Context: an optimization exercise on an open-source flow, tuned for small area and a short achievable clock period. The choices shown serve that exercise and are no tape-out recipe. Where RTL was checked, it was by simulation tests only, not by an equivalence proof against the original. Power is estimated from default activity; no workload was simulated.

R:
Design roadrash_top, start of the top module:
module roadrash_top (
    input         clk,
    input         reset,
    input  [5:0]  pBtns,
    input  [7:0]  duty_cycle,
    output [9:0]  bike_col_position,
    output [9:0]  left_car_row, left_car_column,
    output [9:0]  right_car_row, right_car_column,
    output [9:0]  middle_car_row, middle_car_column,
    output [2:0]  left_car_icon_num, right_car_icon_num, middle_car_icon_num,
    output [2:0]  background_num,
    output [3:0]  speed_hunds, speed_tens, speed_ones,
    output [3:0]  score_ones, score_tens, score_hunds,
    output [3:0]  score_thous, score_tenthous, score_hundthous,
    output        pwm_audio_out
    );
    localparam integer CLK_FREQUENCY_HZ = 20000;
    wire [1:0] dist_tenthous, speed_h;
    final_main #(.CLK_FREQUENCY_HZ(CLK_FREQUENCY_HZ)) CONTROLLER (
        .clk(clk), .reset(reset), .pBtns(pBtns),
        .bike_col_position(bike_col_position),
        .left_car_row(left_car_row), .left_car_column(left_car_column),
        .right_car_row(right_car_row), .right_car_column(right_car_column),
        .middle_car_row(middle_car_row), .middle_car_column(middle_car_column),
  ...
clock: 80.0 ns
lec_check: 0
abc_area: 1
cap_margin: 20
core_margin: 2
core_utilization: 65
cts_buf_list: sky130_fd_sc_hd__clkbuf_8
cts_cluster_size: 30
slew_margin: 20
standard.sh (not shown) runs the stock make flow with config.mk's settings and CLKGATE_MAP_FILE= SYNTH_SCRIPT=/design/flow/synth_recipe.tcl, a recipe that flattens the netlist after the stock synthesis.
==> flow/flow/run.sh <==
#!/bin/bash
# Layout flow: the standard flow (standard.sh) with these changes.
#  * The port buffers are sky130_fd_sc_hd__buf_1 instead of the delay cell
#    buffer_ports picks by default (the weakest buffer).
#  * repair_timing (after CTS and global routing) works to a setup margin of
#    62.75 ns, so it also shortens the slowest input and output paths.
# Floorplan, power grid, tap cells, placement, CTS and routing are ORFS's.
# Each step's full output goes to a log file in this folder.
set -euo pipefail
rm -rf scripts_area
cp -r "$FLOW_HOME/scripts" scripts_area
cp flow/abc_area.script scripts_area/abc_area.script
SCRIPTS_DIR="$PWD/scripts_area" ADDER_MAP_FILE= SYNTH_KEEP_MODULES="pwm_cmp2 pwm_cmb" \
  bash standard.sh synth > synth.log 2>&1
SETUP_SLACK_MARGIN=62.75 BUFFER_PORTS_ARGS="-buffer_cell sky130_fd_sc_hd__buf_1" \
  bash standard.sh finish > layout.log 2>&1
==> flow/flow/abc_area.script <==
strash
&get -n
&fraig -x
&put
dc2
strash
&get -n
&deepsyn -T 60
&put
strash
&get -n
&dch -f
&nf -R 1000
&put
topo
#### Input delta (S over R)
--- a/flow/design.v
+++ b/flow/design.v
@@ -15,32 +15,32 @@
     output      [3:0] speed_tens, speed_ones,
     output reg  [3:0] dist_ones, dist_tens, dist_hunds, dist_thous,
     output reg  [1:0] dist_tenthous
 );
     reg [6:0] c;           
     reg [2:0] h8;          
     reg [2:0] d5, e5;      
     reg       tick50hz;
     reg       bg_step;
     wire [1:0] speed_range;    
     wire       speed_zero;
-    localparam [6:0] C_FIRST = 7'b0000001;
-    localparam [6:0] C_LAST  = 7'b1011101;
     wire w100 = (c == C_LAST);
     wire d4   = (d5 == 3'd4);
     wire ev50 = w100 & (h8[1:0] == 2'd3);
     wire ev40 = w100 & d4;
     wire ev20 = w100 & d4 & h8[0];
     wire ev10 = w100 & d4 & (h8[1:0] == 2'd3);
     wire ev5  = w100 & d4 & (h8 == 3'd7);
     wire ev1  = ev5 & (e5 == 3'd4);
+    localparam [6:0] C_FIRST = 7'b0000001;
+    localparam [6:0] C_LAST  = 7'b1011101;
     wire d_wrap = w100 & d4;                   
     always @(posedge clk) begin
         if (reset) begin
             c  <= C_FIRST;
             h8 <= 3'd0;
             d5 <= 3'd0;
             e5 <= 3'd0;
         end else begin
             c  <= w100 ? C_FIRST : {c[5:0], c[6] ^ c[5]};
             h8 <= h8 + {2'd0, w100};
             d5 <= d_wrap ? 3'd0 : d5 + {2'd0, w100};
### Flow results
- Looking at the reports, S completed the entire flow and the layout it produced met the timing, design-rule and antenna checks.
- R -> S: initial antenna violation count flat
- [compare] base=R new=S: die area now sits at about the same level, post-cts gate resize count now sits at about the same level, combined flip-flop and latch cell area now sits at about the same level.
- Diff R..S | number of nets in the finished design | unchanged
- ~same global-route wire length before repair in R and S
- As far as total power goes, R and S are indistinguishable; the numbers are identical.
- The final cell count of R and that of S are within noise of each other.
No functional check of the RTL was part of S.

========
run a:
roadrash_top, a different RTL version from the one above (not shown whole).
For scale: roughly 150 flip-flops, about 140 I/O pins.
==> module pwm_audio, before the edit <==
module pwm_audio #(
    parameter integer CLK_FREQUENCY_HZ = 20000
) (
    input            clk,
    input            reset,
    input      [9:0] speed,        
    input      [7:0] duty_cycle,
    output reg       pwm_audio_out
);
    reg  [5:0] clk_cnt;
    reg        tickhz;
    reg  [7:0] counter;
    wire [9:0] min_speed;
    pwm_min_speed LUT (.cnt(clk_cnt), .min_speed(min_speed));
    wire top_reached = ~less10(speed, min_speed);
    wire duty_high   = ~less10({2'b00, duty_cycle}, {2'b00, counter});
    function less10;             
        input [9:0] a, b;
        integer i;
        begin
            less10 = 1'b0;
            for (i = 0; i < 10; i = i + 1)
                less10 = (~a[i] & b[i]) | (~(a[i] ^ b[i]) & less10);
        end
    endfunction
    always @(posedge clk) begin
        if (reset) begin
            clk_cnt <= 6'd0;
            tickhz  <= 1'b0;
        end else if (top_reached) begin
            clk_cnt <= 6'd0;
            tickhz  <= 1'b1;
        end else begin
            clk_cnt <= clk_cnt + 6'd1;
            tickhz  <= 1'b0;
        end
    end
    always @(posedge clk) begin
        if (reset) begin
            pwm_audio_out <= 1'b0;
            counter       <= 8'd0;
        end else if (tickhz) begin
            counter       <= counter + 8'd1;
            pwm_audio_out <= (duty_cycle != 8'd0) & duty_high;
        end
    end
endmodule
clock: 80.0 ns
lec_check: 0
abc_area: 1
cap_margin: 20
core_margin: 2
core_utilization: 65
cts_buf_list: sky130_fd_sc_hd__clkbuf_8
cts_cluster_size: 30
slew_margin: 20
==> flow/flow/run.sh <==
#!/bin/bash
set -euo pipefail
rm -rf scripts_area
cp -r "$FLOW_HOME/scripts" scripts_area
cp flow/abc_area.script scripts_area/abc_area.script
SCRIPTS_DIR="$PWD/scripts_area" ADDER_MAP_FILE= bash standard.sh synth > synth.log 2>&1
SETUP_SLACK_MARGIN=62.75 BUFFER_PORTS_ARGS="-buffer_cell sky130_fd_sc_hd__buf_1" bash standard.sh finish > layout.log 2>&1
==> flow/flow/abc_area.script <==
strash
&get -n
&fraig -x
&put
dc2
strash
&get -n
&deepsyn -T 30
&put
strash
&get -n
&dch -f
&nf -R 1000
&put
topo
The inputs of run b differ from those of run a as listed below.
diff --git a/flow/design.v b/flow/design.v
--- a/flow/design.v
+++ b/flow/design.v
@@ -358,7 +358,19 @@
     wire [9:0] min_speed;
     pwm_min_speed LUT (.cnt(clk_cnt), .min_speed(min_speed));
     wire top_reached = ~less10(speed, min_speed);
-    wire duty_high   = ~less10({2'b00, duty_cycle}, {2'b00, counter});
+    wire duty_lo_less = less4(duty_cycle[3:0], counter[3:0]);
+    wire duty_hi_less = less4(duty_cycle[7:4], counter[7:4]);
+    wire duty_hi_eq   = (duty_cycle[7:4] == counter[7:4]);
+    wire duty_high    = ~(duty_hi_less | (duty_hi_eq & duty_lo_less));
+    function less4;              
+        input [3:0] a, b;
+        integer i;
+        begin
+            less4 = 1'b0;
+            for (i = 0; i < 4; i = i + 1)
+                less4 = (~a[i] & b[i]) | (~(a[i] ^ b[i]) & less4);
+        end
+    endfunction
     function less10;             
         input [9:0] a, b;
         integer i;
Notes after the runs:
- There was hardly any difference in count of non-filler cells in the finished layout between run b and run a.
- Taking run a as the reference, in run b clock latency of the later-clocked register in the worst-skew pair now larger, via count of the first global-routing pass now larger, final weighted congestion in routability-driven placement now smaller, switching power total now larger, utilization now smaller.
- Run b ended up with speed_ones[1] as its capture point of the critical path; run a ended up with AUDIO.pwm_audio_out.
- met2 capacity usage during global routing is lower on run a
- Going from run a to run b, clock-buffer cell count now sits lower, setup slack saw an increase.
Function not checked in run a: the RTL went through the layout flow alone.

========
## the previous run
roadrash_top with an RTL version that a note above also has.
Size in the first run: about 890 cells after synthesis, about 150 flip-flops, roughly 140 I/O pins.
Settings: LEC_CHECK=0, ABC_AREA=1, CAP_MARGIN=20, CORE_MARGIN=2, CORE_UTILIZATION=65, CTS_BUF_LIST=sky130_fd_sc_hd__clkbuf_8, CTS_CLUSTER_SIZE=30, SLEW_MARGIN=20; clock period 80.0 ns.
==> flow/flow/run.sh <==
#!/bin/bash
# Layout flow: the standard flow (standard.sh) with these changes.
#  * The port buffers are sky130_fd_sc_hd__buf_1 instead of the delay cell
#    buffer_ports picks by default (the weakest buffer).
#  * repair_timing (after CTS and global routing) works to a setup margin of
#    62.75 ns, so it also shortens the slowest input and output paths.
# Floorplan, power grid, tap cells, placement, CTS and routing are ORFS's.
# Each step's full output goes to a log file in this folder.
set -euo pipefail
rm -rf scripts_area
cp -r "$FLOW_HOME/scripts" scripts_area
cp flow/abc_area.script scripts_area/abc_area.script
SCRIPTS_DIR="$PWD/scripts_area" ADDER_MAP_FILE= bash standard.sh synth > synth.log 2>&1
SETUP_SLACK_MARGIN=62.75 BUFFER_PORTS_ARGS="-buffer_cell sky130_fd_sc_hd__buf_1" \
  bash standard.sh finish > layout.log 2>&1
Scripts as last shown in full above: flow/flow/abc_area.script
Input changes introduced in the current run (baseline for comparison: the previous run):
--- a/flow/design.v
+++ b/flow/design.v
@@ -20,33 +20,35 @@
     reg [2:0] h8;          
     reg [2:0] d5, e5;      
     reg       tick50hz;
     reg       bg_step;
     wire [1:0] speed_range;    
     wire       speed_zero;
-    wire w100 = (c == 7'd99);
+    wire w100 = (c == C_LAST);
     wire d4   = (d5 == 3'd4);
     wire ev50 = w100 & (h8[1:0] == 2'd3);
     wire ev40 = w100 & d4;
     wire ev20 = w100 & d4 & h8[0];
     wire ev10 = w100 & d4 & (h8[1:0] == 2'd3);
     wire ev5  = w100 & d4 & (h8 == 3'd7);
     wire ev1  = ev5 & (e5 == 3'd4);
+    localparam [6:0] C_FIRST = 7'b0000001;
+    localparam [6:0] C_LAST  = 7'b1011101;
     always @(posedge clk) begin
         if (reset) begin
-            c  <= 7'd0;
+            c  <= C_FIRST;
             h8 <= 3'd0;
             d5 <= 3'd0;
             e5 <= 3'd0;
         end else if (w100) begin
-            c  <= 7'd0;
+            c  <= C_FIRST;
             h8 <= h8 + 3'd1;
             d5 <= d4 ? 3'd0 : d5 + 3'd1;
             if (d4) e5 <= (e5 == 3'd4) ? 3'd0 : e5 + 3'd1;
         end else begin
-            c <= c + 7'd1;
+            c <= {c[5:0], c[6] ^ c[5]};
         end
     end
     always @(posedge clk) begin
         if (reset) begin
             tick50hz <= 1'b0;
             bg_step  <= 1'b0;
==> comparison <==
- On minimum setup slack in the final design: between the previous run and the current run, it ends up lower for the current run.
- Post-synthesis compound-gate area fraction was lower in the run labelled the previous run.
- Status: die extent in x parity (the previous run, the current run)
- Clock period minus final worst setup slack: the current run > the previous run
- Of the previous run and the current run, the higher sequential power belongs to the previous run.
- Compared the current run vs the previous run, and initial cell density of the core is down in the current run.
- Clock power share: the previous run and the current run compared, higher one is the current run
- From the current run to the previous run, total negative slack did not move at all.
- Reported for the previous run and the current run, count of flip-flops with a built-in enable after synthesis turned out identical to the last digit.
Function not checked in the current run: the RTL went through the layout flow alone.

[static timing again, ports no longer ideal]
How much do the figures lean on ideal ports? The routed layouts below were timed once more, with nothing changed but the port constraints.
Step 1 (the two cells are an assumption about what drives the block):
set clk [get_ports {clk}]
set_driving_cell -lib_cell sky130_fd_sc_hd__clkbuf_16 $clk
set_driving_cell -lib_cell sky130_fd_sc_hd__buf_2 [delete_from_list [all_inputs] $clk]
Step 2 also shifts input and output timing later by t, the mid clock arrival at the registers, as if the neighbouring blocks saw the same clock.
Slacks: no drivers / after step 1 / after step 2; pairs: no drivers / after step 1.
run	t, ns	slack for setup (ns)	worst data-port slew with drivers (ns)
R	0.479	62.823 / 62.786 / 62.381	0.03
S	0.479	62.823 / 62.786 / 62.381	0.03
run a	0.477	62.726 / 62.731 / 62.253	0.04
run b	0.486	62.839 / 62.804 / 62.464	0.04
the previous run	0.486	62.839 / 62.804 / 62.464	0.04
the current run	0.474	62.193 / 62.204 / 61.729	0.07
After both steps every run listed still meets setup and hold. The setup slack of run a, which loses most, moves by +0.005 ns with the drivers and by -0.473 ns with both steps.
